This is an optimization exercise on Yosys and OpenROAD, whose aim is a short achievable clock period and few clock cycles, not a production implementation.
At most, simulation tests tie the RTL to the original design; equivalence was not proved.
Only the layout flow was run in runs 1 to 3; the RTL was not checked for function there.
Power and IR drop assume default switching activity.

`flow/config.mk`:
```
export PLATFORM = sky130hd
export DESIGN_NAME = cpu_wrapper
export DESIGN_NICKNAME = cpu_wrapper
export VERILOG_FILES = /design/flow/design.v
export SDC_FILE = /design/flow/constraint.sdc
export NUM_CORES = 4
export LEC_CHECK = 0
export ABC_CLOCK_PERIOD_IN_PS = 2500
export CAP_MARGIN = 20
export CORE_MARGIN = 2
export CORE_UTILIZATION = 40
export SETUP_SLACK_MARGIN = 4.0
export SLEW_MARGIN = 20
```
`flow/constraint.sdc`:
```
create_clock -name core_clock -period 6.5 [get_ports {clk}]
set_input_delay 1.3000 -clock core_clock [delete_from_list [all_inputs] [get_ports {clk}]]
set_output_delay 1.3000 -clock core_clock [all_outputs]
set_load 0.01 [all_outputs]
```
`flow/design.v`:
```
`timescale 1ns / 1ps
module cpu_wrapper(
    clk, rst, carry_in,
    imem_addr, imem_data,
    dmem_addr, dmem_we, dmem_wdata, dmem_rdata,
    io_out, halted
    );
    input clk; input rst;
    input carry_in;
    output wire [7:0] imem_addr;
    input wire [7:0] imem_data;
    output wire [7:0] dmem_addr;
    output wire dmem_we;
    output wire [7:0] dmem_wdata;
    input wire [7:0] dmem_rdata;
    output wire [7:0] io_out;
    output wire halted;
    reg [7:0] fa_q;      
    reg [7:0] fa1_q;     
    reg [7:0] alt_q;     
    reg       dv_q;      
    reg [7:0] ir_q;      
    reg       ir_v;      
    reg [7:0] opa, opb;  
    reg [7:0] r0, r1, r2, r3;
    reg       z_q, c_q, n_q;
    reg [7:0] ret_q;
    reg [7:0] io_q;
    reg       hz_q;      
    reg       pend_v;    
    reg       pend_mul;  
    reg [1:0] pend_dst;
    reg       io_pend;   
    reg       ci_q;      
    reg [15:0] mul_s, mul_c;
    reg        mul_z;
    reg k_alu;     
    reg k_cwe;     
    reg k_mult, k_ld, k_wr, k_rd, k_jmp, k_jcc, k_call, k_ret, k_wrio, k_brk, k_two;
    reg k_and, k_or, k_xor, k_sum, k_shl, k_shr, k_neg;
    reg k_sub, k_usec, k_fillc;
    wire [7:0] b = imem_data;
    wire b_alu2  = ~b[7];
    wire b_mult  = (b[7:4] == 4'b0011);
    wire b_shift = (b[7:4] == 4'b1000);
    wire b_neg   = (b[7:4] == 4'b1001) & (b[1:0] == 2'b00);
    wire b_ld    = (b[7:4] == 4'b1001) & (b[1:0] == 2'b11);
    wire b_wr    = (b[7:4] == 4'b1010);
    wire b_rd    = (b[7:4] == 4'b1011);
    wire b_jmp   = (b[7:3] == 5'b11000);
    wire b_jcc   = (b[7:3] == 5'b11001);
    wire b_call  = (b[7:3] == 5'b11010);
    wire b_ret   = (b[7:3] == 5'b11011);
    wire b_wrio  = (b[7:4] == 4'b1110);
    wire b_brk   = (b == 8'hFF);
    wire b_rdrd  = b_alu2 | b_shift | b_neg | b_wr;         
    wire b_rdrr  = b_alu2 | b_wr | b_rd | b_wrio;           
    wire [1:0] fd = ir_q[3:2];
    wire exec  = ir_v & ~hz_q & ~k_brk;
    wire stall = ir_v & (hz_q | k_brk);
    wire       cin   = k_sub ^ (k_usec & ci_q);
    wire [7:0] b_op  = k_sub ? ~opb : opb;
    wire [8:0] sum   = {1'b0, opa} + {1'b0, b_op} + {8'b0, cin};
    wire       sum_z = ((opa ^ b_op) == {opa[6:0] | b_op[6:0], cin});
    wire [7:0] negv  = ~opa + 8'd1;
    wire       fill  = k_fillc ? ci_q : 1'b0;                  
    wire       fillr = k_fillc ? ci_q : opa[7];                
    wire [7:0] shl   = {opa[6:0], fill};
    wire [7:0] shr   = {fillr, opa[7:1]};
    wire [7:0] alu_y = ({8{k_and}} & (opa & opb)) |
                       ({8{k_or }} & (opa | opb)) |
                       ({8{k_xor}} & (opa ^ opb)) |
                       ({8{k_sum}} & sum[7:0]) |
                       ({8{k_shl}} & shl) |
                       ({8{k_shr}} & shr) |
                       ({8{k_neg}} & negv);
    wire alu_z = (k_and & ((opa & opb) == 8'd0)) |
                 (k_or  & ((opa | opb) == 8'd0)) |
                 (k_xor & (opa == opb)) |
                 (k_sum & sum_z) |
                 (k_shl & (shl == 8'd0)) |
                 (k_shr & (shr == 8'd0)) |
                 (k_neg & (opa == 8'd0));
    wire alu_c = (k_sum & (sum[8] ^ k_sub)) |
                 (k_shl & opa[7]) |
                 (k_shr & opa[0]) |
                 (k_neg & ~negv[7] & ~opa[7]);
    wire alu_we = exec & k_alu;
    wire [15:0] pp0 = opb[0] ? {8'b0, opa}       : 16'd0;
    wire [15:0] pp1 = opb[1] ? {7'b0, opa, 1'b0} : 16'd0;
    wire [15:0] pp2 = opb[2] ? {6'b0, opa, 2'b0} : 16'd0;
    wire [15:0] pp3 = opb[3] ? {5'b0, opa, 3'b0} : 16'd0;
    wire [15:0] pp4 = opb[4] ? {4'b0, opa, 4'b0} : 16'd0;
    wire [15:0] pp5 = opb[5] ? {3'b0, opa, 5'b0} : 16'd0;
    wire [15:0] pp6 = opb[6] ? {2'b0, opa, 6'b0} : 16'd0;
    wire [15:0] pp7 = opb[7] ? {1'b0, opa, 7'b0} : 16'd0;
    wire [15:0] s1a = pp0 ^ pp1 ^ pp2, c1a = ((pp0 & pp1) | (pp0 & pp2) | (pp1 & pp2)) << 1;
    wire [15:0] s1b = pp3 ^ pp4 ^ pp5, c1b = ((pp3 & pp4) | (pp3 & pp5) | (pp4 & pp5)) << 1;
    wire [15:0] s2a = s1a ^ c1a ^ s1b, c2a = ((s1a & c1a) | (s1a & s1b) | (c1a & s1b)) << 1;
    wire [15:0] s2b = c1b ^ pp6 ^ pp7, c2b = ((c1b & pp6) | (c1b & pp7) | (pp6 & pp7)) << 1;
    wire [15:0] s3  = s2a ^ c2a ^ s2b, c3  = ((s2a & c2a) | (s2a & s2b) | (c2a & s2b)) << 1;
    wire [15:0] s4  = s3 ^ c3 ^ c2b,   c4  = ((s3 & c3) | (s3 & c2b) | (c3 & c2b)) << 1;
    wire [15:0] prod = mul_s + mul_c;
    wire taken = exec & (k_jmp | k_call |
                 (k_jcc & ((z_q & ir_q[1]) | (c_q & ir_q[2]) | (n_q & ir_q[0]))));
    wire late_ret = exec & k_ret;
    wire accept = dv_q & ~stall & ~(exec & k_two) & ~late_ret;
    assign imem_addr = taken ? imem_data : alt_q;
    assign dmem_addr  = opb;
    assign dmem_wdata = opa;
    assign dmem_we    = exec & k_wr;
    assign io_out     = io_q;
    assign halted     = ir_v & k_brk & ~io_pend;
    wire       ld_we    = exec & k_ld;
    wire [7:0] wb_val   = ld_we ? imem_data : alu_y;
    wire       wb_en    = alu_we | ld_we;
    wire [7:0] pend_val = pend_mul ? prod[7:0] : dmem_rdata;
    wire [7:0] r0_n = (wb_en && fd == 2'd0) ? wb_val : (pend_v && pend_dst == 2'd0) ? pend_val : r0;
    wire [7:0] r1_n = (wb_en && fd == 2'd1) ? wb_val : (pend_v && pend_dst == 2'd1) ? pend_val : r1;
    wire [7:0] r2_n = (wb_en && fd == 2'd2) ? wb_val : (pend_v && pend_dst == 2'd2) ? pend_val : r2;
    wire [7:0] r3_n = (wb_en && fd == 2'd3) ? wb_val : (pend_v && pend_dst == 2'd3) ? pend_val : r3;
    wire [7:0] nir = stall ? ir_q : imem_data;
    reg  [7:0] opa_n, opb_n;
    always @(*) begin
        case (nir[3:2])
            2'd0: opa_n = r0_n; 2'd1: opa_n = r1_n; 2'd2: opa_n = r2_n; default: opa_n = r3_n;
        endcase
        case (nir[1:0])
            2'd0: opb_n = r0_n; 2'd1: opb_n = r1_n; 2'd2: opb_n = r2_n; default: opb_n = r3_n;
        endcase
    end
    wire       pend_v_n = exec & (k_rd | k_mult);
    wire       hz_n  = ~stall & accept & pend_v_n &
                       ((b_rdrd & (b[3:2] == fd)) | (b_rdrr & (b[1:0] == fd)) | (k_mult & b_jcc));
    wire       ir_v_n  = stall ? ir_v : accept;
    wire       brk_n   = stall ? k_brk : b_brk;
    wire       ret_n   = stall ? k_ret : b_ret;
    wire       stall_n = ir_v_n & (hz_n | brk_n);
    wire       lret_n  = ir_v_n & ~hz_n & ~brk_n & ret_n;
    wire [7:0] ret_nq  = (exec & k_call) ? fa1_q : ret_q;
    wire [7:0] fa1_n   = imem_addr + 8'd1;
    wire [7:0] alt_n   = stall_n ? imem_addr : lret_n ? ret_nq : fa1_n;
    always @(posedge clk or posedge rst) begin
        if (rst) begin
            fa_q <= 8'hFF; fa1_q <= 8'h00; alt_q <= 8'h00; dv_q <= 1'b0;
            ir_q <= 8'h00; ir_v <= 1'b0; opa <= 8'h00; opb <= 8'h00;
            r0 <= 8'h00; r1 <= 8'h00; r2 <= 8'h00; r3 <= 8'h00;
            z_q <= 1'b0; c_q <= 1'b0; n_q <= 1'b0;
            ret_q <= 8'h00; io_q <= 8'h00; hz_q <= 1'b0;
            pend_v <= 1'b0; pend_mul <= 1'b0; pend_dst <= 2'd0; io_pend <= 1'b0;
            ci_q <= 1'b0;
            mul_s <= 16'd0; mul_c <= 16'd0; mul_z <= 1'b0;
            k_alu <= 1'b0; k_cwe <= 1'b0; k_mult <= 1'b0; k_ld <= 1'b0; k_wr <= 1'b0;
            k_rd <= 1'b0; k_jmp <= 1'b0; k_jcc <= 1'b0; k_call <= 1'b0; k_ret <= 1'b0;
            k_wrio <= 1'b0; k_brk <= 1'b0; k_two <= 1'b0;
            k_and <= 1'b0; k_or <= 1'b0; k_xor <= 1'b0; k_sum <= 1'b0; k_shl <= 1'b0;
            k_shr <= 1'b0; k_neg <= 1'b0; k_sub <= 1'b0; k_usec <= 1'b0; k_fillc <= 1'b0;
        end else begin
            ci_q  <= carry_in;
            fa_q  <= imem_addr;
            fa1_q <= fa1_n;
            alt_q <= alt_n;
            dv_q  <= stall ? dv_q : 1'b1;
            ir_v  <= ir_v_n;
            hz_q  <= hz_n;
            opa   <= opa_n;
            opb   <= opb_n;
            if (!stall) begin
                ir_q    <= imem_data;
                k_alu   <= (b_alu2 & ~b_mult) | b_shift | b_neg;
                k_cwe   <= (b_alu2 & (b[6:4] >= 3'd4)) | b_shift | b_neg;
                k_mult  <= b_mult;
                k_ld    <= b_ld;
                k_wr    <= b_wr;
                k_rd    <= b_rd;
                k_jmp   <= b_jmp;
                k_jcc   <= b_jcc;
                k_call  <= b_call;
                k_ret   <= b_ret;
                k_wrio  <= b_wrio;
                k_brk   <= b_brk;
                k_two   <= b_ld | b_jmp | b_jcc | b_call;
                k_and   <= b_alu2 & (b[6:4] == 3'd0);
                k_or    <= b_alu2 & (b[6:4] == 3'd1);
                k_xor   <= b_alu2 & (b[6:4] == 3'd2);
                k_sum   <= b_alu2 & (b[6:4] >= 3'd4);
                k_shl   <= b_shift & ~b[0];
                k_shr   <= b_shift & b[0];
                k_neg   <= b_neg;
                k_sub   <= b[5];
                k_usec  <= b[4];
                k_fillc <= b[1];
            end
            if (exec & k_call) ret_q <= fa1_q;
            if (alu_we) begin z_q <= alu_z; n_q <= alu_y[7]; end
            else if (pend_v & pend_mul) z_q <= mul_z;
            if (alu_we & k_cwe) c_q <= alu_c;
            else if (pend_v & pend_mul) c_q <= prod[15];
            r0 <= r0_n; r1 <= r1_n; r2 <= r2_n; r3 <= r3_n;
            pend_v   <= pend_v_n;
            pend_mul <= k_mult;
            pend_dst <= fd;
            io_pend  <= exec & k_wrio;
            if (io_pend) io_q <= dmem_rdata;
            mul_s <= s4; mul_c <= c4; mul_z <= (opa == 8'd0) | (opb == 8'd0);
        end
    end
endmodule
```
`flow/run.sh`:
```
#!/bin/bash
# synth_recipe.tcl (not shown) runs the flow's synth.tcl, then flattens the netlist and writes it again
# the make line also repeats each setting of config.mk as NAME=value (left out here)
make -C /OpenROAD-flow-scripts/flow DESIGN_CONFIG=/design/flow/config.mk WORK_HOME=/design/flow/orfs CLKGATE_MAP_FILE= SYNTH_SCRIPT=/design/flow/synth_recipe.tcl finish
```
==> results of run 1 <==
final timing paths:
| path | from | end | slack [ns] | depth (start not counted) |
|---|---|---|---|---|
| worst max-delay path | ir_q[2] | imem_addr[2] | 2.91 | 8 |
| worst min-delay path | k_jcc | k_jcc | 0.46 | 2 |
| worst max register to register | ir_q[2] | alt_q[6] | 3.16 | 23 |
| worst min register to register | k_jcc | k_jcc | 0.46 | 2 |
| max in group asynchronous | rst | k_sub | 4.28 | 3 |
| min in group asynchronous | rst | r0[7] | 1.26 | 2 |
worst max-delay path, cell delays in order, from the launching register on:
cell and delay [ns]:
sky130_fd_sc_hd__dfrtp_2 0.43, sky130_fd_sc_hd__a222oi_1 0.32, sky130_fd_sc_hd__nor2b_1 0.13, sky130_fd_sc_hd__o31ai_4 0.21, sky130_fd_sc_hd__buf_6 0.15, sky130_fd_sc_hd__buf_16 0.11, sky130_fd_sc_hd__buf_6 0.09, sky130_fd_sc_hd__mux2_4 0.31
sky130_fd_sc_hd__buf_6 0.12
placed cells by master (no fill, tap or decap), types with 11 or more instances in the layout:
cell type / n
sky130_fd_sc_hd__inv_2: 26
sky130_fd_sc_hd__mux2_4: 11
sky130_fd_sc_hd__clkbuf_16: 17
sky130_fd_sc_hd__ha_1: 32
sky130_fd_sc_hd__nand2_1: 85
sky130_fd_sc_hd__xnor2_1: 17
sky130_fd_sc_hd__nand3_1: 25
sky130_fd_sc_hd__dfrtp_1: 124
sky130_fd_sc_hd__dfrtp_2: 19
sky130_fd_sc_hd__ha_4: 18
sky130_fd_sc_hd__nand2b_1: 11
sky130_fd_sc_hd__mux2i_1: 28
sky130_fd_sc_hd__fa_2: 24
sky130_fd_sc_hd__o21ai_0: 19
sky130_fd_sc_hd__buf_4: 110
sky130_fd_sc_hd__xor2_1: 12
sky130_fd_sc_hd__fa_1: 17
sky130_fd_sc_hd__nor2_2: 15
sky130_fd_sc_hd__inv_1: 52
sky130_fd_sc_hd__a211oi_1: 18
sky130_fd_sc_hd__nor2_1: 82
sky130_fd_sc_hd__nor2_4: 14
sky130_fd_sc_hd__buf_6: 87
sky130_fd_sc_hd__a21oi_1: 19
sky130_fd_sc_hd__mux2_2: 24
power by group through the flow:
stage	Sequential, mW	Combinational (mW)	Clock (mW)
after global routing	1.49	4.93	1.12
final	1.46	4.58	1.07
after CTS	1.47	3.86	1.08
after floorplan	1.41	1.98	0
after global placement	1.54	2.58	0
after detailed placement	1.55	2.63	0
cell type report:
| class | count | area [sq um] | share of cell area (%) |
|---|---|---|---|
| clock inverter | 15 | 198 | 1.37 |
| tap | 324 | 405 | 2.81 |
| sequential | 146 | 3690 | 25.6 |
| multi-input combinational | 716 | 6920 | 48.0 |
| timing repair buffer | 244 | 2350 | 16.3 |
| inverter | 94 | 424 | 2.94 |
| clock buffer | 17 | 425 | 2.95 |
per-layer routing:
metal | up-vias | global-route usage, % | share of wire (%)
li1 | 3928 | - | -
met4 | 0 | 9.34 | 5.3
met2 | 538 | 41.6 | 47
met5 | - | 0 | 0
met3 | 162 | 5.66 | 8.0
met1 | 4581 | 34.1 | 40
flip-flops by register name, indices dropped and copies added (netlist names), 2 cells and up:
name / count
alt_q: 8
fa1_q: 8
io_q: 8
ir_q: 4
mul_c: 11
mul_s: 15
opa: 8
opb: 8
pend_dst: 2
r0: 8
r1: 8
r2: 8
r3: 8
ret_q: 8
cell families (layout without fill, tap and decap cells):
group	Yosys count	count (layout)	synth area share [%]
xor gates and xnor gates	37	37	3.32
and+or+nand+nor	309	309	15.0
buffers and inverters	147	370	6.06
adders and majority gates	97	97	15.6
DFF	146	146	37.5
AOI/OAI and AO/OA	201	201	14.6
muxes	72	72	7.92
through the flow:
stage / total power [mW] / hold WS, ns / instance area [sq um] / setup slack, ns / std cells
6_report: 7.11 / 0.459 / 14400 / 2.91 / 1556
5_1_grt: 7.54 / 0.482 / 14400 / 2.82 / 1556
4_1_cts: 6.40 / 0.464 / 13600 / 2.88 / 1523
3_5_place_dp: 4.18 / 0.450 / 10700 / 2.13 / 1344
3_3_place_gp: 4.12 / 0.442 / 10700 / 2.16 / 1344
2_1_floorplan: 3.39 / 0.374 / 10100 / 3.31 / 1009
repair_timing:
action / 4_1_cts / 5_1_grt
buffers inserted: 145 / 33
hold buffers: 0 / 0
setup endpoints to repair: 126 / 229
pin swaps: 100 / 67
gates resized for setup: 437 / 128
cloned: 2 / 0
==> out/qor.log, run 1 <==
INFO  placement      detailedPlacementHpwl=19.8mm
INFO  setup_path     cp.arrival=2.29ns
INFO  floorplanning  dieWidth=160um
INFO  global_route   via_count_of_the_first_global_routing_pass=8951
INFO  floorplanning  num_io_pins=53
INFO  global_route   grt_start_max_net_pins=65
INFO  power_and_ir_drop net-switching-power=3.02mW
INFO  placement      gp_congestion=0.869
INFO  routing        post_drt_via_cell_ratio=5.92
INFO  power_and_ir_drop comb_power_share=64.4%
INFO  synthesis      syn_avg_cell_area=9.66squm
INFO  run_status     outcome=complete, no violations
INFO  sta            max_slew.worst_pin.slew=0.897ns
INFO  routing        drt_wl_total=34.8mm
INFO  synthesis      yosys_warnings=1
INFO  final_layout   post-route-util=59.8%
INFO  routing        detailedRoute.firstIterationViolations=975
INFO  power_and_ir_drop power.share.switching=42.5%
INFO  sta            final_min_period_over_clock_period=55.2%
INFO  floorplanning  die_h=160um
INFO  floorplanning  die_area=0.0256sqmm
INFO  floorplanning  core_area=0.0241sqmm
INFO  synthesis      post_synth_num_cell_types=80
INFO  clocking       clock_sinks=146
INFO  sta            finalCriticalPeriod=3.59ns
INFO  synthesis      number_of_enable_type_register_cells_in_the_synthesized_netlist=0
INFO  synthesis      mappedNetlistArea=0.00975sqmm
INFO  final_layout   layout-drive-gt1-share=45.4%
INFO  routing        routedWlPerCell=22.3um
INFO  clocking       clk_path_buf_depth=2
INFO  global_route   grt_pass1_wl=51.2mm
INFO  clocking       numCtsBuffers=17
INFO  sta            timing.final.setup_violations=0
INFO  floorplanning  initial_utilization=40.5%
INFO  synthesis      ys_dominant_reg_cell=sky130_fd_sc_hd__dfrtp_1
INFO  synthesis      synth_register_bits=146
INFO  clocking       clock_slew_seen_by_the_registers_of_the_worst_setup_and_hold_paths=0.06ns
INFO  final_layout   finalNetCount=1335
INFO  power_and_ir_drop pwr_density_cell=494mW/mm^2
INFO  clocking       cts_tree=done
INFO  global_route   gr-usage-all-layers=25.7%
INFO  power_and_ir_drop max-vdd-ir-drop=0.272mV
INFO  global_route   initial_antenna_violation_count=0
INFO  synthesis      synth-seq-area-share=37.5%
INFO  sta            rsz0062_at_grt=yes
INFO  clocking       ctsHtreeMaxLevel=4
INFO  synthesis      ys_async_sr_fraction=100%
INFO  synthesis      synth_most_common_cell=sky130_fd_sc_hd__dfrtp_1
INFO  worst_hold_path worst_hold_path_type=flip-flop to flip-flop
INFO  routing        final_antenna_net_count=0
INFO  synthesis      synth_top_cells_by_area=sky130_fd_sc_hd__dfrtp_1 (37%), sky130_fd_sc_hd__fa_1 (8.4%), sky130_fd_sc_hd__ha_1 (7.2%)
INFO  final_layout   antennaDiodeCount=0
INFO  final_layout   fillCellCount=1933
INFO  flow_run       max_cap_violations=0
INFO  setup_path     cp_data_required_time=5.20ns
INFO  sta            fin_worst_skew=0.0116ns
INFO  synthesis      synthesis.instances=1009
INFO  sta            hold_viol=0
INFO  clocking       insertion_delay=0.43ns
INFO  synthesis      yosys.area.top_type=sky130_fd_sc_hd__dfrtp_1
INFO  final_layout   flow.area_growth_from_synthesis=47.8%
INFO  setup_path     timing_worst_setup_path_type=flip-flop to output pin
INFO  clocking       cts_root_buffer=sky130_fd_sc_hd__clkbuf_16
INFO  routing        dr_total_vias=9209
INFO  sta            max-slew-margin-rel=40.1%
INFO  synthesis      synth.cells.most_frequent=sky130_fd_sc_hd__dfrtp_1 (146), sky130_fd_sc_hd__nor2_1 (111), sky130_fd_sc_hd__nand2_1 (91), sky130_fd_sc_hd__inv_1 (86), sky130_fd_sc_hd__ha_1 (56)
INFO  routing        drc=0
INFO  routing        tritonroute_pass_1_iters=7
INFO  setup_path     critPathMaxFanout=5
INFO  synthesis      postSynthNetCount=1125
INFO  setup_path     timing.critical_path.to_type=output pin
INFO  setup_path     startpoint_type=flip-flop
INFO  synthesis      yosys.area.top_type_share=37.5%
INFO  power_and_ir_drop seqPwrFrac=20.6%
INFO  sta            total_count_of_max_transition_violations_in_the_final_report=0
INFO  placement      numPortBuffers=52
INFO  floorplanning  placement_rows=57
INFO  sta            fmaxAchievable=279MHz
INFO  power_and_ir_drop static-leakage-power=6.31nW
INFO  sta            post_route_setup_tns=0ns
INFO  global_route   grt_total_ovfl=0
INFO  power_and_ir_drop share_clk_of_total_power=15.0%
INFO  power_and_ir_drop internal_power=4.09mW
==> run 2: changes to the inputs <==
--- a/flow/config.mk
+++ b/flow/config.mk
@@ -5,9 +5,9 @@
 export SDC_FILE = /design/flow/constraint.sdc
 export NUM_CORES = 4
 export LEC_CHECK = 0
-export ABC_CLOCK_PERIOD_IN_PS = 2500
+export ABC_CLOCK_PERIOD_IN_PS = 3000
 export CAP_MARGIN = 20
 export CORE_MARGIN = 2
 export CORE_UTILIZATION = 40
-export SETUP_SLACK_MARGIN = 4.0
+export SETUP_SLACK_MARGIN = 3.5
 export SLEW_MARGIN = 20
==> run 2 against run 1 <==
Effect of this change:
- cell area shrank 10%
- count of clock-buffer cells in the layout is 2 higher
- first-iteration DRC count down 31%
- maximum frequency down 0.12%
- clock power fell by 6%
- critical endpoint is now imem_addr[3]
- die area unchanged
- largest cell class unchanged
- non-clock buffer count fell by 68
- clock skew hardly changed
==> out/qor.log, run 2 <==
INFO  placement      detailedPlacementHpwl=19.5mm
INFO  global_route   grt_pass1_wl=47.8mm
INFO  routing        detailedRoute.firstIterationViolations=670
INFO  final_layout   layout-drive-gt1-share=31.2%
INFO  routing        post_drt_via_cell_ratio=5.71
INFO  sta            max-slew-margin-rel=38.3%
INFO  setup_path     worstSetupStartpoint=imem_data[3]
INFO  synthesis      yosys.area.top_type=sky130_fd_sc_hd__dfrtp_1
INFO  floorplanning  core_area=0.0241sqmm
INFO  synthesis      synthesis.instances=1009
INFO  clocking       clock_sinks=146
INFO  power_and_ir_drop internal_power=3.51mW
INFO  setup_path     kind_of_cell_adding_the_most_delay_to_the_critical_path=buffers and inverters
INFO  floorplanning  initial_utilization=40.5%
INFO  worst_hold_path hold_start=k_jcc
INFO  setup_path     startpoint_type=primary input
INFO  routing        routedWlPerCell=20.3um
INFO  synthesis      syn_avg_cell_area=9.66squm
INFO  final_layout   finalNetCount=1267
INFO  global_route   initial_antenna_violation_count=0
INFO  setup_path     timing.critical_path.to_type=output pin
INFO  sta            max_slew.worst_pin.slew=0.925ns
INFO  sta            rsz0062_at_grt=yes
INFO  power_and_ir_drop power.share.switching=41.5%
INFO  sta            post_route_setup_tns=0ns
INFO  setup_path     slowest_delay=0.45ns
INFO  clocking       clk_path_buf_depth=2
INFO  setup_path     timing_worst_setup_path_type=primary input to output pin
INFO  final_layout   largest_register_ffs=15
INFO  sta            fin_worst_skew=0.0120ns
INFO  final_layout   largest-register=mul_s
INFO  clocking       insertion_delay=0.43ns
INFO  synthesis      post_synth_num_cell_types=80
INFO  routing        drt_wl_total=30.2mm
INFO  placement      numPortBuffers=52
INFO  clocking       ctsHtreeMaxLevel=4
INFO  sta            timing.final.setup_violations=0
INFO  synthesis      synth-seq-area-share=37.5%
INFO  floorplanning  die_area=0.0256sqmm
INFO  power_and_ir_drop totalPowerFinal=6.01mW
INFO  final_layout   mostFrequentLayoutCell=sky130_fd_sc_hd__dfrtp_1
INFO  floorplanning  num_io_pins=53
INFO  power_and_ir_drop comb_power_share=58.6%
INFO  final_layout   largestRegisters=mul_s x15, mul_c x11
INFO  power_and_ir_drop pwr_density_cell=465mW/mm^2
INFO  synthesis      synth_register_bits=146
INFO  final_layout   mostFrequentLayoutCells=sky130_fd_sc_hd__dfrtp_1 (124), sky130_fd_sc_hd__buf_4 (98), sky130_fd_sc_hd__nor2_1 (96)
INFO  final_layout   antennaDiodeCount=0
INFO  synthesis      yosys.area.top_type_share=37.5%
INFO  routing        dr_total_vias=8486
INFO  synthesis      synth.cells.most_frequent=sky130_fd_sc_hd__dfrtp_1 (146), sky130_fd_sc_hd__nor2_1 (111), sky130_fd_sc_hd__nand2_1 (91), sky130_fd_sc_hd__inv_1 (86), sky130_fd_sc_hd__ha_1 (56)
INFO  power_and_ir_drop seqPwrFrac=24.6%
INFO  clocking       clock_slew_seen_by_the_registers_of_the_worst_setup_and_hold_paths=0.06ns
INFO  power_and_ir_drop net-switching-power=2.49mW
INFO  floorplanning  dieWidth=160um
INFO  power_and_ir_drop share_clk_of_total_power=16.7%
INFO  synthesis      postSynthNetCount=1125
INFO  setup_path     cp.arrival=2.29ns
INFO  global_route   grt_start_max_net_pins=147
INFO  sta            finalCriticalPeriod=3.59ns
INFO  global_route   via_count_of_the_first_global_routing_pass=8632
INFO  routing        final_antenna_net_count=0
INFO  clocking       ctsHoldBuffers=0
INFO  synthesis      ys_dominant_reg_cell=sky130_fd_sc_hd__dfrtp_1
INFO  sta            fmaxAchievable=278MHz
INFO  global_route   gr-usage-all-layers=24.0%
INFO  setup_path     rr_startpoint=k_sub
INFO  final_layout   seq_area=0.00368sqmm
INFO  synthesis      synth_top_cells_by_area=sky130_fd_sc_hd__dfrtp_1 (37%), sky130_fd_sc_hd__fa_1 (8.4%), sky130_fd_sc_hd__ha_1 (7.2%)
INFO  routing        drc=0
INFO  synthesis      synth_most_common_cell=sky130_fd_sc_hd__dfrtp_1
INFO  worst_hold_path worst_hold_path_type=flip-flop to flip-flop
INFO  sta            final.hold.worst_slack=0.466ns
INFO  sta            final_min_period_over_clock_period=55.3%
INFO  global_route   grt_total_ovfl=0
INFO  flow_run       max_cap_violations=0
INFO  floorplanning  placement_rows=57
INFO  sta            hold_viol=0
INFO  synthesis      ys_async_sr_fraction=100%
INFO  final_layout   multi_input_area=0.00622sqmm
INFO  clocking       cts_root_buffer=sky130_fd_sc_hd__clkbuf_16
INFO  synthesis      yosys_warnings=1
INFO  floorplanning  die_h=160um
INFO  setup_path     crit_path_cell_trace=clkdlybuf4s15_1, mux2_4, buf_6
INFO  setup_path     critical_path.n_buffers_inverters=2
INFO  setup_path     critPathMaxFanout=10
INFO  final_layout   fillCellCount=2151
INFO  routing        tritonroute_pass_1_iters=6
INFO  setup_path     cpMaxStageDelayCell=sky130_fd_sc_hd__clkdlybuf4s15_1
INFO  power_and_ir_drop max-vdd-ir-drop=0.267mV
INFO  setup_path     cp_data_required_time=5.20ns
INFO  synthesis      mappedNetlistArea=0.00975sqmm
INFO  clocking       numCtsBuffers=17
INFO  final_layout   flow.area_growth_from_synthesis=32.5%
INFO  clocking       cts_tree=done
INFO  sta            total_count_of_max_transition_violations_in_the_final_report=0
INFO  synthesis      number_of_enable_type_register_cells_in_the_synthesized_netlist=0
INFO  placement      gp_congestion=0.922
INFO  run_status     outcome=complete, no violations
INFO  power_and_ir_drop static-leakage-power=5.76nW
-- run 2: final timing paths --
| path | endpoint | slack, ns | cells after the start |
|---|---|---|---|
| max in group asynchronous | opa[2] | 4.32 | 3 |
| min in group asynchronous | ci_q | 1.32 | 3 |
| worst min register to register | k_jcc | 0.47 | 2 |
| worst max register to register | opa[4] | 3.35 | 11 |
| worst max-delay path | imem_addr[3] | 2.91 | 3 |
| worst min-delay path | k_jcc | 0.47 | 2 |
-- run 2: logic make-up (layout without fill, tap and decap cells) --
kind of cell               count (synthesis)  in the layout  share of synthesized area (%)
AOI/OAI and AO/OA                        201            201                           14.6
and+or+nand+nor                          309            309                           15.0
DFF                                      146            146                           37.5
adders and majority gates                 97             97                           15.6
buffers and inverters                    147            301                           6.06
xor gates and xnor gates                  37             37                           3.32
muxes                                     72             72                           7.92
-- run 2: metal layers --
layer | share of wire, % | GRT usage [%] | wire (um) | vias up
met5 | 0 | 0 | 0 | -
met4 | 4.1 | 11.1 | 1240 | 0
met3 | 6.8 | 4.36 | 2050 | 99
met2 | 47 | 39.0 | 14400 | 376
met1 | 42 | 31.3 | 12600 | 4207
li1 | - | - | - | 3804
-- run 2: power groups by stage --
| stage | registers [mW] | clock network, mW | logic, mW |
|---|---|---|---|
| floorplan | 1.41 | 0 | 1.88 |
| global placement | 1.52 | 0 | 2.53 |
| detailed placement | 1.53 | 0 | 2.58 |
| CTS | 1.47 | 1.02 | 3.17 |
| global route | 1.51 | 1.06 | 3.88 |
| finish | 1.48 | 1.01 | 3.52 |
-- run 2: area by class of cell --
type	count	share of cell area (%)
inverter	94	3.12
multi-input combinational	716	48.1
clock buffer	19	3.35
clock inverter	12	1.23
timing repair buffer	176	12.6
sequential	146	28.5
tap	324	3.14
-- run 2: stage by stage --
step	utilization, %	area, sq um	setup slack [ns]	instances
finish	53.6	12900	2.91	1487
global route	53.6	12900	2.86	1487
detailed placement	43.9	10600	2.16	1342
floorplan	-	9870	3.31	1009
CTS	51.1	12300	2.93	1458
global placement	43.9	10600	2.19	1342
-- run 2: timing repair --
item,4_1_cts,5_1_grt
pin swaps,24,50
resized for setup,181,76
buffers inserted,85,29
setup endpoints to repair,77,40
gates cloned,0,0
-- run 2: worst min-delay path, stage by stage (launching register included) --
cell                      delay (ns)
sky130_fd_sc_hd__dfrtp_1        0.34
sky130_fd_sc_hd__nand2_1        0.05
sky130_fd_sc_hd__nand2_1        0.05
==> run 3: changes to the inputs <==
--- a/flow/design.v
+++ b/flow/design.v
@@ -18,6 +18,8 @@
     reg [7:0] fa_q;      
     reg [7:0] fa1_q;     
     reg [7:0] alt_q;     
+    reg       we_q;      
+    reg       halt_q;    
     reg       dv_q;      
     reg [7:0] ir_q;      
     reg       ir_v;      
@@ -105,30 +107,38 @@
                  (k_jcc & ((z_q & ir_q[1]) | (c_q & ir_q[2]) | (n_q & ir_q[0]))));
     wire late_ret = exec & k_ret;
     wire accept = dv_q & ~stall & ~(exec & k_two) & ~late_ret;
-    assign imem_addr = taken ? imem_data : alt_q;
+    assign imem_addr = alt_q;
     assign dmem_addr  = opb;
     assign dmem_wdata = opa;
-    assign dmem_we    = exec & k_wr;
+    assign dmem_we    = we_q;
     assign io_out     = io_q;
-    assign halted     = ir_v & k_brk & ~io_pend;
+    assign halted     = halt_q;
     wire       ld_we    = exec & k_ld;
-    wire [7:0] wb_val   = ld_we ? imem_data : alu_y;
-    wire       wb_en    = alu_we | ld_we;
     wire [7:0] pend_val = pend_mul ? prod[7:0] : dmem_rdata;
-    wire [7:0] r0_n = (wb_en && fd == 2'd0) ? wb_val : (pend_v && pend_dst == 2'd0) ? pend_val : r0;
-    wire [7:0] r1_n = (wb_en && fd == 2'd1) ? wb_val : (pend_v && pend_dst == 2'd1) ? pend_val : r1;
-    wire [7:0] r2_n = (wb_en && fd == 2'd2) ? wb_val : (pend_v && pend_dst == 2'd2) ? pend_val : r2;
-    wire [7:0] r3_n = (wb_en && fd == 2'd3) ? wb_val : (pend_v && pend_dst == 2'd3) ? pend_val : r3;
+    wire [3:0] wsel = {fd == 2'd3, fd == 2'd2, fd == 2'd1, fd == 2'd0};
+    wire [3:0] psel = {4{pend_v}} & {pend_dst == 2'd3, pend_dst == 2'd2, pend_dst == 2'd1, pend_dst == 2'd0};
+    wire [3:0] asel = {4{alu_we}} & wsel;
+    wire [3:0] lsel = {4{ld_we}} & wsel;
+    wire [7:0] r0_o = lsel[0] ? imem_data : psel[0] ? pend_val : r0;
+    wire [7:0] r1_o = lsel[1] ? imem_data : psel[1] ? pend_val : r1;
+    wire [7:0] r2_o = lsel[2] ? imem_data : psel[2] ? pend_val : r2;
+    wire [7:0] r3_o = lsel[3] ? imem_data : psel[3] ? pend_val : r3;
+    wire [7:0] r0_n = asel[0] ? alu_y : r0_o;
+    wire [7:0] r1_n = asel[1] ? alu_y : r1_o;
+    wire [7:0] r2_n = asel[2] ? alu_y : r2_o;
+    wire [7:0] r3_n = asel[3] ? alu_y : r3_o;
     wire [7:0] nir = stall ? ir_q : imem_data;
-    reg  [7:0] opa_n, opb_n;
+    reg  [7:0] opa_o, opb_o;
     always @(*) begin
         case (nir[3:2])
-            2'd0: opa_n = r0_n; 2'd1: opa_n = r1_n; 2'd2: opa_n = r2_n; default: opa_n = r3_n;
+            2'd0: opa_o = r0_o; 2'd1: opa_o = r1_o; 2'd2: opa_o = r2_o; default: opa_o = r3_o;
         endcase
         case (nir[1:0])
-            2'd0: opb_n = r0_n; 2'd1: opb_n = r1_n; 2'd2: opb_n = r2_n; default: opb_n = r3_n;
+            2'd0: opb_o = r0_o; 2'd1: opb_o = r1_o; 2'd2: opb_o = r2_o; default: opb_o = r3_o;
         endcase
     end
+    wire [7:0] opa_n = (alu_we & (fd == nir[3:2])) ? alu_y : opa_o;
+    wire [7:0] opb_n = (alu_we & (fd == nir[1:0])) ? alu_y : opb_o;
     wire       pend_v_n = exec & (k_rd | k_mult);
     wire       hz_n  = ~stall & accept & pend_v_n &
                        ((b_rdrd & (b[3:2] == fd)) | (b_rdrr & (b[1:0] == fd)) | (k_mult & b_jcc));
@@ -139,10 +149,12 @@
     wire       lret_n  = ir_v_n & ~hz_n & ~brk_n & ret_n;
     wire [7:0] ret_nq  = (exec & k_call) ? fa1_q : ret_q;
     wire [7:0] fa1_n   = imem_addr + 8'd1;
-    wire [7:0] alt_n   = stall_n ? imem_addr : lret_n ? ret_nq : fa1_n;
+    wire [7:0] alt_n   = taken ? imem_data : stall_n ? imem_addr : lret_n ? ret_nq : fa1_n;
+    wire       exec_n  = ir_v_n & ~hz_n & ~brk_n;
+    wire       wr_n    = stall ? k_wr : b_wr;
     always @(posedge clk or posedge rst) begin
         if (rst) begin
-            fa_q <= 8'hFF; fa1_q <= 8'h00; alt_q <= 8'h00; dv_q <= 1'b0;
+            fa_q <= 8'hFF; fa1_q <= 8'h00; alt_q <= 8'h00; dv_q <= 1'b0; we_q <= 1'b0; halt_q <= 1'b0;
             ir_q <= 8'h00; ir_v <= 1'b0; opa <= 8'h00; opb <= 8'h00;
             r0 <= 8'h00; r1 <= 8'h00; r2 <= 8'h00; r3 <= 8'h00;
             z_q <= 1'b0; c_q <= 1'b0; n_q <= 1'b0;
@@ -160,7 +172,9 @@
             fa_q  <= imem_addr;
             fa1_q <= fa1_n;
             alt_q <= alt_n;
-            dv_q  <= stall ? dv_q : 1'b1;
+            dv_q  <= stall ? dv_q : ~taken;
+            we_q  <= exec_n & wr_n;
+            halt_q <= ir_v_n & brk_n & ~(exec & k_wrio);
             ir_v  <= ir_v_n;
             hz_q  <= hz_n;
             opa   <= opa_n;
--- a/flow/config.mk
+++ b/flow/config.mk
@@ -5,9 +5,9 @@
 export SDC_FILE = /design/flow/constraint.sdc
 export NUM_CORES = 4
 export LEC_CHECK = 0
-export ABC_CLOCK_PERIOD_IN_PS = 3000
+export ABC_CLOCK_PERIOD_IN_PS = 2500
 export CAP_MARGIN = 20
 export CORE_MARGIN = 2
 export CORE_UTILIZATION = 40
-export SETUP_SLACK_MARGIN = 3.5
+export SETUP_SLACK_MARGIN = 4.0
 export SLEW_MARGIN = 20
==> run 3 against run 2 <==
Effect of this change:
- still clean on timing, DRC and antenna
- via count shrank 3.0%
- sequential share of layout area increased by 1.2 points
- sequential power rose by 6%
- area after synthesis is 0.65% higher
- non-clock buffer count fell by 19
- hold slack better by 0.0048 ns
- register-to-register slack improved by 0.24 ns
- clock skew rose by 0.0022 ns
- combinational power increased by 32%
- largest power group unchanged
==> out/qor.log, run 3 <==
INFO  final_layout   fillCellCount=2112
INFO  worst_hold_path worst_hold_path_type=flip-flop to flip-flop
INFO  setup_path     critPathMaxFanout=6
INFO  sta            timing.final.setup_violations=0
INFO  setup_path     timing_worst_setup_path_type=flip-flop to flip-flop
INFO  clocking       clock_sinks=148
INFO  setup_path     ff2ff_path_depth=11
INFO  global_route   gr-usage-all-layers=24.0%
INFO  sta            post_route_setup_tns=0ns
INFO  worst_hold_path hold_end=k_wrio
INFO  final_layout   layout-drive-gt1-share=29.6%
INFO  floorplanning  placement_rows=57
INFO  clocking       ctsHtreeMaxLevel=4
INFO  synthesis      post_synth_num_cell_types=68
INFO  floorplanning  die_area=0.0258sqmm
INFO  final_layout   antennaDiodeCount=0
INFO  routing        routedWlPerCell=20.7um
INFO  global_route   grt_start_max_net_pins=64
INFO  floorplanning  initial_utilization=40.6%
INFO  floorplanning  core_area=0.0242sqmm
INFO  routing        dr_total_vias=8231
INFO  sta            rsz0062_at_grt=yes
INFO  clocking       clock_slew_seen_by_the_registers_of_the_worst_setup_and_hold_paths=0.06ns
INFO  synthesis      yosys.area.top_type_share=37.7%
INFO  floorplanning  num_io_pins=53
INFO  sta            total_count_of_max_transition_violations_in_the_final_report=0
INFO  routing        post_drt_via_cell_ratio=5.62
INFO  routing        detailedRoute.firstIterationViolations=635
INFO  synthesis      yosys_warnings=1
INFO  synthesis      ys_async_sr_fraction=100%
INFO  synthesis      postSynthNetCount=1130
INFO  setup_path     timing.reg2reg.setup_slack=3.59ns
INFO  setup_path     timing.critical_path.to_type=flip-flop
INFO  routing        drt_wl_total=30.3mm
INFO  sta            finalCriticalPeriod=2.91ns
INFO  final_layout   flow.area_growth_from_synthesis=28.5%
INFO  final_layout   seq_area=0.00374sqmm
INFO  synthesis      synthesis.instances=1014
INFO  synthesis      synth_top_cells_by_area=sky130_fd_sc_hd__dfrtp_1 (38%), sky130_fd_sc_hd__fa_1 (8.4%), sky130_fd_sc_hd__ha_1 (7.1%)
INFO  power_and_ir_drop static-leakage-power=5.76nW
INFO  synthesis      number_of_enable_type_register_cells_in_the_synthesized_netlist=0
INFO  routing        final_antenna_net_count=0
INFO  synthesis      ys_dominant_reg_cell=sky130_fd_sc_hd__dfrtp_1
INFO  floorplanning  die_h=161um
INFO  routing        tritonroute_pass_1_iters=7
INFO  routing        drc=0
INFO  flow_run       max_cap_violations=0
INFO  setup_path     rr_startpoint=k_sub
INFO  clocking       numCtsBuffers=17
INFO  global_route   initial_antenna_violation_count=1
INFO  power_and_ir_drop pwr_density_cell=570mW/mm^2
INFO  synthesis      yosys.area.top_type=sky130_fd_sc_hd__dfrtp_1
INFO  sta            final_min_period_over_clock_period=44.7%
INFO  setup_path     cp_data_required_time=6.78ns
INFO  floorplanning  dieWidth=161um
INFO  final_layout   finalNetCount=1243
INFO  placement      numPortBuffers=52
INFO  synthesis      mappedNetlistArea=0.00982sqmm
INFO  setup_path     worst_r2r_endpoint=opa[6]
INFO  final_layout   mostFrequentLayoutCell=sky130_fd_sc_hd__dfrtp_1
INFO  sta            max_slew.worst_pin.slew=0.925ns
INFO  global_route   grt_total_ovfl=0
INFO  global_route   grt_pass1_wl=47.6mm
INFO  clocking       insertion_delay=0.43ns
INFO  synthesis      synth-seq-area-share=37.7%
INFO  final_layout   largest_register_ffs=15
INFO  synthesis      synth.cells.most_frequent=sky130_fd_sc_hd__dfrtp_1 (148), sky130_fd_sc_hd__nand2_1 (126), sky130_fd_sc_hd__nor2_1 (87), sky130_fd_sc_hd__inv_1 (75), sky130_fd_sc_hd__mux2i_1 (59)
INFO  final_layout   largest-register=mul_s
INFO  setup_path     startpoint_type=flip-flop
INFO  sta            fmaxAchievable=344MHz
INFO  global_route   via_count_of_the_first_global_routing_pass=8543
INFO  clocking       ctsHoldBuffers=0
INFO  synthesis      synth_most_common_cell=sky130_fd_sc_hd__dfrtp_1
INFO  placement      dpl-instance-area=0.0106sqmm
INFO  synthesis      synth_register_bits=148
INFO  final_layout   area_of_all_placed_cells_without_fillers=0.0126sqmm
INFO  sta            max-slew-margin-rel=38.3%
INFO  placement      gp_congestion=0.917
INFO  run_status     outcome=complete, no violations
INFO  final_layout   mostFrequentLayoutCells=sky130_fd_sc_hd__dfrtp_1 (125), sky130_fd_sc_hd__nand2_1 (111), sky130_fd_sc_hd__nor2_1 (83)
INFO  power_and_ir_drop max-vdd-ir-drop=0.289mV
INFO  setup_path     cp.arrival=3.19ns
INFO  clocking       cts_root_buffer=sky130_fd_sc_hd__clkbuf_16
INFO  sta            hold_viol=0
INFO  clocking       clk_path_buf_depth=2
INFO  synthesis      syn_avg_cell_area=9.68squm
INFO  placement      detailedPlacementHpwl=20.4mm
INFO  clocking       cts_tree=done
INFO  final_layout   largestRegisters=mul_s x15, mul_c x11
INFO  final_layout   multi_input_area=0.00614sqmm
INFO  worst_hold_path hold_start=k_wrio
INFO  worst_hold_path hold_path_stages=2
INFO  sta            fin_worst_skew=0.0142ns
==> run 3: critical path: stages (launching register included) <==
cell and delay [ns]:
sky130_fd_sc_hd__dfrtp_4 0.58, sky130_fd_sc_hd__xor2_4 0.21, sky130_fd_sc_hd__fa_2 0.23, sky130_fd_sc_hd__inv_2 0.04, sky130_fd_sc_hd__fa_2 0.34, sky130_fd_sc_hd__a21o_1 0.22, sky130_fd_sc_hd__a211oi_2 0.24, sky130_fd_sc_hd__nor2_1 0.10
sky130_fd_sc_hd__mux2_4 0.30, sky130_fd_sc_hd__a221oi_4 0.22, sky130_fd_sc_hd__buf_6 0.17, sky130_fd_sc_hd__o221ai_2 0.10
==> run 3: timing repair <==
action | 4_1_cts | 5_1_grt
pin swaps | 52 | 20
setup endpoints to repair | 243 | 152
gates resized for setup | 276 | 47
buffers inserted | 87 | 15
cloned | 1 | 0
==> run 3: where the power goes <==
part | switching (mW) | internal, mW | leakage [nW] | total [mW]
registers | 0.264 | 1.31 | 1.82 | 1.57
logic | 2.47 | 2.16 | 3.66 | 4.63
clock network | 0.439 | 0.550 | 0.284 | 0.989
total | 3.17 | 4.02 | 5.76 | 7.20
==> run 3: how the worst max path moves through the flow <==
stage                      start        to  slack [ns]
CTS                        k_sub    opa[6]        3.60
global route               k_sub    opa[6]        3.50
global placement    imem_data[6]  alt_q[3]        2.70
floorplan                    rst  alt_q[0]        3.34
detailed placement  imem_data[6]  alt_q[4]        2.61
finish                     k_sub    opa[6]        3.59
==> run 3: metal layers <==
metal	track usage, %	up-vias	wire length [um]
li1	-	3756	-
met1	29.9	4130	12800
met2	41.7	290	15200
met3	4.44	55	1620
met4	8.44	0	754
met5	0	-	0
==> run 3: kinds of logic after synthesis <==
family | share of synthesized area [%]
buf+inv | 5.95
mux | 8.43
fa+ha+maj | 15.5
simple gates | 13.5
xor+xnor | 3.39
compound gates | 15.5
flops | 37.7
==> run 3: cell type report <==
| class | instances | area share [%] |
|---|---|---|
| timing repair buffer | 157 | 11.2 |
| inverter | 79 | 2.56 |
| timing repair inverter | 1 | 0.0595 |
| multi-input combinational | 723 | 48.7 |
| tap | 324 | 3.21 |
| clock inverter | 13 | 1.11 |
| sequential | 148 | 29.7 |
| clock buffer | 19 | 3.51 |
==> run 3: through the flow <==
| stage | hold WS, ns | util, % | worst slack (ns) | std cells | total power, mW |
|---|---|---|---|---|---|
| after floorplan | 0.395 | - | 3.34 | 1014 | 3.94 |
| after global placement | 0.459 | 43.8 | 2.70 | 1329 | 5.03 |
| after detailed placement | 0.460 | 43.8 | 2.61 | 1329 | 5.05 |
| after CTS | 0.475 | 51.1 | 3.60 | 1449 | 6.96 |
| after global routing | 0.491 | 52.2 | 3.50 | 1464 | 7.77 |
| final | 0.471 | 52.2 | 3.59 | 1464 | 7.20 |
==> run 4: changes to the inputs <==
--- a/flow/design.v
+++ b/flow/design.v
@@ -103,11 +103,11 @@
     wire [15:0] s3  = s2a ^ c2a ^ s2b, c3  = ((s2a & c2a) | (s2a & s2b) | (c2a & s2b)) << 1;
     wire [15:0] s4  = s3 ^ c3 ^ c2b,   c4  = ((s3 & c3) | (s3 & c2b) | (c3 & c2b)) << 1;
     wire [15:0] prod = mul_s + mul_c;
-    wire taken = exec & (k_jmp | k_call |
-                 (k_jcc & ((z_q & ir_q[1]) | (c_q & ir_q[2]) | (n_q & ir_q[0]))));
+    reg  tk_a, tk_z, tk_c, tk_n;    
+    wire taken = tk_a | (tk_z & z_q) | (tk_c & c_q) | (tk_n & n_q);
     wire late_ret = exec & k_ret;
     wire accept = dv_q & ~stall & ~(exec & k_two) & ~late_ret;
-    assign imem_addr = alt_q;
+    assign imem_addr = taken ? imem_data : alt_q;
     assign dmem_addr  = opb;
     assign dmem_wdata = opa;
     assign dmem_we    = we_q;
@@ -149,12 +149,13 @@
     wire       lret_n  = ir_v_n & ~hz_n & ~brk_n & ret_n;
     wire [7:0] ret_nq  = (exec & k_call) ? fa1_q : ret_q;
     wire [7:0] fa1_n   = imem_addr + 8'd1;
-    wire [7:0] alt_n   = taken ? imem_data : stall_n ? imem_addr : lret_n ? ret_nq : fa1_n;
+    wire [7:0] alt_n   = stall_n ? imem_addr : lret_n ? ret_nq : fa1_n;
     wire       exec_n  = ir_v_n & ~hz_n & ~brk_n;
     wire       wr_n    = stall ? k_wr : b_wr;
     always @(posedge clk or posedge rst) begin
         if (rst) begin
             fa_q <= 8'hFF; fa1_q <= 8'h00; alt_q <= 8'h00; dv_q <= 1'b0; we_q <= 1'b0; halt_q <= 1'b0;
+            tk_a <= 1'b0; tk_z <= 1'b0; tk_c <= 1'b0; tk_n <= 1'b0;
             ir_q <= 8'h00; ir_v <= 1'b0; opa <= 8'h00; opb <= 8'h00;
             r0 <= 8'h00; r1 <= 8'h00; r2 <= 8'h00; r3 <= 8'h00;
             z_q <= 1'b0; c_q <= 1'b0; n_q <= 1'b0;
@@ -172,7 +173,11 @@
             fa_q  <= imem_addr;
             fa1_q <= fa1_n;
             alt_q <= alt_n;
-            dv_q  <= stall ? dv_q : ~taken;
+            dv_q  <= stall ? dv_q : 1'b1;
+            tk_a <= exec_n & ((stall ? k_jmp : b_jmp) | (stall ? k_call : b_call));
+            tk_z <= exec_n & (stall ? k_jcc : b_jcc) & nir[1];
+            tk_c <= exec_n & (stall ? k_jcc : b_jcc) & nir[2];
+            tk_n <= exec_n & (stall ? k_jcc : b_jcc) & nir[0];
             we_q  <= exec_n & wr_n;
             halt_q <= ir_v_n & brk_n & ~(exec & k_wrio);
             ir_v  <= ir_v_n;
--- a/flow/config.mk
+++ b/flow/config.mk
@@ -5,9 +5,9 @@
 export SDC_FILE = /design/flow/constraint.sdc
 export NUM_CORES = 4
 export LEC_CHECK = 0
-export ABC_CLOCK_PERIOD_IN_PS = 2500
+export ABC_CLOCK_PERIOD_IN_PS = 3000
 export CAP_MARGIN = 20
 export CORE_MARGIN = 2
 export CORE_UTILIZATION = 40
-export SETUP_SLACK_MARGIN = 4.0
+export SETUP_SLACK_MARGIN = 3.5
 export SLEW_MARGIN = 20
==> run 4 against run 3 <==
Effect of this change:
- clock skew is essentially flat
- area after synthesis up 2.6%
- first-iteration DRC count increased by 14%
- critical endpoint is now imem_addr[2]
- largest cell class unchanged
==> out/qor.log, run 4 <==
INFO  run_status     outcome=complete, no violations
INFO  setup_path     critical_path.n_buffers_inverters=2
INFO  final_layout   antennaDiodeCount=0
INFO  synthesis      yosys.area.top_type=sky130_fd_sc_hd__dfrtp_1
INFO  routing        detailedRoute.firstIterationViolations=725
INFO  power_and_ir_drop pwr_density_cell=494mW/mm^2
INFO  power_and_ir_drop max-vdd-ir-drop=0.312mV
INFO  sta            timing.final.setup_violations=0
INFO  sta            fin_worst_skew=0.0147ns
INFO  placement      gp_congestion=0.909
INFO  power_and_ir_drop internal_power=3.31mW
INFO  synthesis      postSynthNetCount=1166
INFO  synthesis      synth.cells.most_frequent=sky130_fd_sc_hd__dfrtp_1 (152), sky130_fd_sc_hd__nand2_1 (128), sky130_fd_sc_hd__nor2_1 (91), sky130_fd_sc_hd__inv_1 (74), sky130_fd_sc_hd__ha_1 (56)
INFO  power_and_ir_drop power.share.switching=44.6%
INFO  setup_path     timing.critical_path.to_type=output pin
INFO  final_layout   seq_area=0.00383sqmm
INFO  synthesis      mappedNetlistArea=0.0101sqmm
INFO  floorplanning  dieWidth=163um
INFO  sta            hold_viol=0
INFO  synthesis      ys_dominant_reg_cell=sky130_fd_sc_hd__dfrtp_1
INFO  setup_path     cp_data_required_time=5.20ns
INFO  floorplanning  placement_rows=58
INFO  routing        dr_total_vias=8324
INFO  final_layout   multi_input_area=0.00587sqmm
INFO  floorplanning  die_h=163um
INFO  power_and_ir_drop comb_power_share=56.4%
INFO  sta            postLayoutSetupSlackWorst=3.40ns
INFO  synthesis      syn_avg_cell_area=9.59squm
INFO  routing        post_drt_via_cell_ratio=5.71
INFO  placement      place_worst_setup_slack=2.07ns
INFO  global_route   gr-usage-all-layers=23.6%
INFO  global_route   initial_antenna_violation_count=0
INFO  global_route   via_count_of_the_first_global_routing_pass=8055
INFO  setup_path     startpoint_type=primary input
INFO  final_layout   largestRegisters=mul_s x15, mul_c x11
INFO  clocking       ctsHoldBuffers=0
INFO  routing        drc=0
INFO  sta            fmaxAchievable=322MHz
INFO  synthesis      ys_async_sr_fraction=100%
INFO  global_route   grt_pass1_wl=47.2mm
INFO  floorplanning  num_io_pins=53
INFO  final_layout   flow.area_growth_from_synthesis=20.0%
INFO  setup_path     kind_of_cell_adding_the_most_delay_to_the_critical_path=multiplexers
INFO  final_layout   fillCellCount=2339
INFO  sta            max_slew.worst_pin.slew=0.850ns
INFO  clocking       ctsHtreeMaxLevel=4
INFO  floorplanning  core_area=0.0250sqmm
INFO  setup_path     critPathMaxFanout=2
INFO  power_and_ir_drop share_clk_of_total_power=16.5%
INFO  synthesis      synth-seq-area-share=37.8%
INFO  final_layout   largest-register=mul_s
INFO  sta            max-slew-margin-rel=43.3%
INFO  power_and_ir_drop net-switching-power=2.66mW
INFO  clocking       numCtsBuffers=17
INFO  final_layout   mostFrequentLayoutCell=sky130_fd_sc_hd__dfrtp_1
INFO  setup_path     timing_worst_setup_path_type=primary input to output pin
INFO  synthesis      post_synth_num_cell_types=74
INFO  power_and_ir_drop static-leakage-power=5.42nW
INFO  routing        final_antenna_net_count=0
INFO  floorplanning  die_area=0.0265sqmm
INFO  sta            final_min_period_over_clock_period=47.7%
INFO  clocking       clk_path_buf_depth=2
INFO  routing        drt_wl_total=31.0mm
INFO  flow_run       max_cap_violations=0
INFO  clocking       clock_slew_seen_by_the_registers_of_the_worst_setup_and_hold_paths=0.08ns
INFO  routing        tritonroute_pass_1_iters=7
INFO  final_layout   finalNetCount=1230
INFO  clocking       cts_tree=done
INFO  clocking       insertion_delay=0.43ns
INFO  clocking       cts_root_buffer=sky130_fd_sc_hd__clkbuf_16
INFO  synthesis      synth_top_cells_by_area=sky130_fd_sc_hd__dfrtp_1 (38%), sky130_fd_sc_hd__fa_1 (8.2%), sky130_fd_sc_hd__ha_1 (7.0%)
INFO  synthesis      synth_most_common_cell=sky130_fd_sc_hd__dfrtp_1
INFO  synthesis      yosys.area.top_type_share=37.8%
INFO  sta            total_count_of_max_transition_violations_in_the_final_report=0
INFO  global_route   grt_start_max_net_pins=153
INFO  final_layout   post-route-util=48.4%
INFO  final_layout   largest_register_ffs=15
INFO  routing        routedWlPerCell=21.3um
INFO  synthesis      synth_register_bits=152
INFO  setup_path     crit_path_cell_trace=buf_12, mux2_4, buf_6
INFO  sta            rsz0062_at_grt=yes
INFO  final_layout   mostFrequentLayoutCells=sky130_fd_sc_hd__dfrtp_1 (135), sky130_fd_sc_hd__nand2_1 (127), sky130_fd_sc_hd__nor2_1 (90)
INFO  final_layout   layout-drive-gt1-share=16.4%
INFO  floorplanning  initial_utilization=40.3%
INFO  worst_hold_path worst_hold_path_type=flip-flop to flip-flop
INFO  setup_path     cp.arrival=1.80ns
INFO  sta            finalCriticalPeriod=3.10ns
INFO  global_route   grt_total_ovfl=0
INFO  clocking       clock_sinks=152
INFO  power_and_ir_drop totalPowerFinal=5.97mW
INFO  synthesis      number_of_enable_type_register_cells_in_the_synthesized_netlist=0
INFO  power_and_ir_drop seqPwrFrac=27.0%
INFO  sta            post_route_setup_tns=0ns
INFO  setup_path     slowest_delay=0.27ns
INFO  placement      numPortBuffers=52
INFO  sta            final.hold.worst_slack=0.481ns
INFO  placement      detailedPlacementHpwl=21.4mm
INFO  synthesis      yosys_warnings=1
INFO  synthesis      synthesis.instances=1050
INFO  setup_path     cpMaxStageDelayCell=sky130_fd_sc_hd__mux2_4
[run 4: cell count changes in the layout (fill, tap and decap cells not counted), moves of 17 or more]
cell	before	now
sky130_fd_sc_hd__buf_6	39	8
sky130_fd_sc_hd__clkdlybuf4s50_1	9	36
sky130_fd_sc_hd__o21ai_0	19	41
sky130_fd_sc_hd__buf_4	71	50
sky130_fd_sc_hd__dlygate4sd2_1	20	0
sky130_fd_sc_hd__fa_1	24	41
sky130_fd_sc_hd__fa_2	17	0
[run 4: cells by family (layout without fill, tap and decap cells)]
logic type,after synthesis,count (layout),synth area share (%)
AO/OA/AOI/OAI,218,218,14.7
XOR/XNOR,42,42,3.65
adder cells (fa/ha/maj),97,97,15.1
flip-flops,152,152,37.8
AND/OR/NAND/NOR,319,320,14.6
buffers and inverters,141,217,5.63
multiplexers,81,81,8.54
[run 4: per-layer routing]
| metal | wire [um] | up-vias | GRT usage (%) |
|---|---|---|---|
| met5 | 0 | - | 0 |
| met4 | 929 | 0 | 9.41 |
| met3 | 2380 | 57 | 4.63 |
| met2 | 14300 | 378 | 37.5 |
| met1 | 13400 | 4110 | 31.9 |
| li1 | - | 3779 | - |
[run 4: per-stage QoR]
stage          cells  area (sq um)
6_report        1457         12100
5_1_grt         1457         12100
4_1_cts         1437         11800
3_5_place_dp    1376         10800
3_3_place_gp    1375         10800
2_1_floorplan   1050         10200
[run 4: worst register-to-register path, delay by kind of cell, from the launching register on]
family     cells  cell delay [ns]
flops          1             0.54
fa+ha+maj      5             2.16
buf+inv        2             0.14
[run 4: path summary, 6_finish.rpt]
kind / from / slack (ns) / endpoint / depth (start not counted)
min in group asynchronous: rst / 1.42 / r0[0] / 3
hold reg to reg: k_wr / 0.48 / k_wr / 2
hold / removal: k_wr / 0.48 / k_wr / 2
max in group asynchronous: rst / 4.36 / opa[2] / 3
setup reg to reg: opa[4] / 3.58 / mul_s[8] / 7
setup / recovery: imem_data[2] / 3.40 / imem_addr[2] / 3
[run 4: power groups by stage]
stage | registers (mW) | clock network (mW) | logic, mW
4_1_cts | 1.64 | 1.01 | 3.22
3_3_place_gp | 1.65 | 0 | 2.98
6_report | 1.61 | 0.987 | 3.37
5_1_grt | 1.65 | 1.05 | 3.76
2_1_floorplan | 1.47 | 0 | 2.22
3_5_place_dp | 1.66 | 0 | 3.05
[run 4: repair_timing]
item	CTS	global route
setup endpoints to repair	89	36
cloned	0	1
setup buffers	29	19
pin swaps	4	6
gates resized for setup	143	20
[run 4: cell type report]
| type | instances | area share (%) |
|---|---|---|
| Clock inverter | 14 | 1.27 |
| Sequential cell | 152 | 31.7 |
| Inverter | 76 | 2.52 |
| Clock buffer | 18 | 3.55 |
| Multi-Input combinational cell | 758 | 48.6 |
| Timing Repair Buffer | 109 | 8.95 |
| Tap cell | 330 | 3.42 |
Testbench counts of run 4, summed over its fixed seeds: cycles 19,688.

separate check: timing with driven ports:
The flow's constraints put no driver on any port. The routed layouts listed below were extracted and timed again, unchanged, in two steps. Step 1, drivers: a clkbuf_16 drives clk and a buf_2 each remaining input, both assumed. Step 2 adds t to the input delays and takes it off the output delays; t is the mean of the earliest and latest rising clock arrival at the registers after step 1. Input paths then give back, and output paths get back, about the clock's delay inside the block. Slacks: ideal / step 1 / step 2; pairs: ideal / step 1.
run | shift t [ns] | setup slack, ns | pins driven straight from the clock port
run 1 | 0.471 | 2.911 / 2.864 / 3.027 | 1
run 2 | 0.472 | 2.907 / 2.870 / 2.884 | 1
run 3 | 0.468 | 3.592 / 3.592 / 3.259 | 1
run 4 | 0.470 | 3.398 / 3.346 / 3.125 | 1
After both steps setup and hold are still met in every run listed. The setup slack of run 3, which loses most, moves by 0.000 ns with the drivers and by -0.333 ns with both steps.
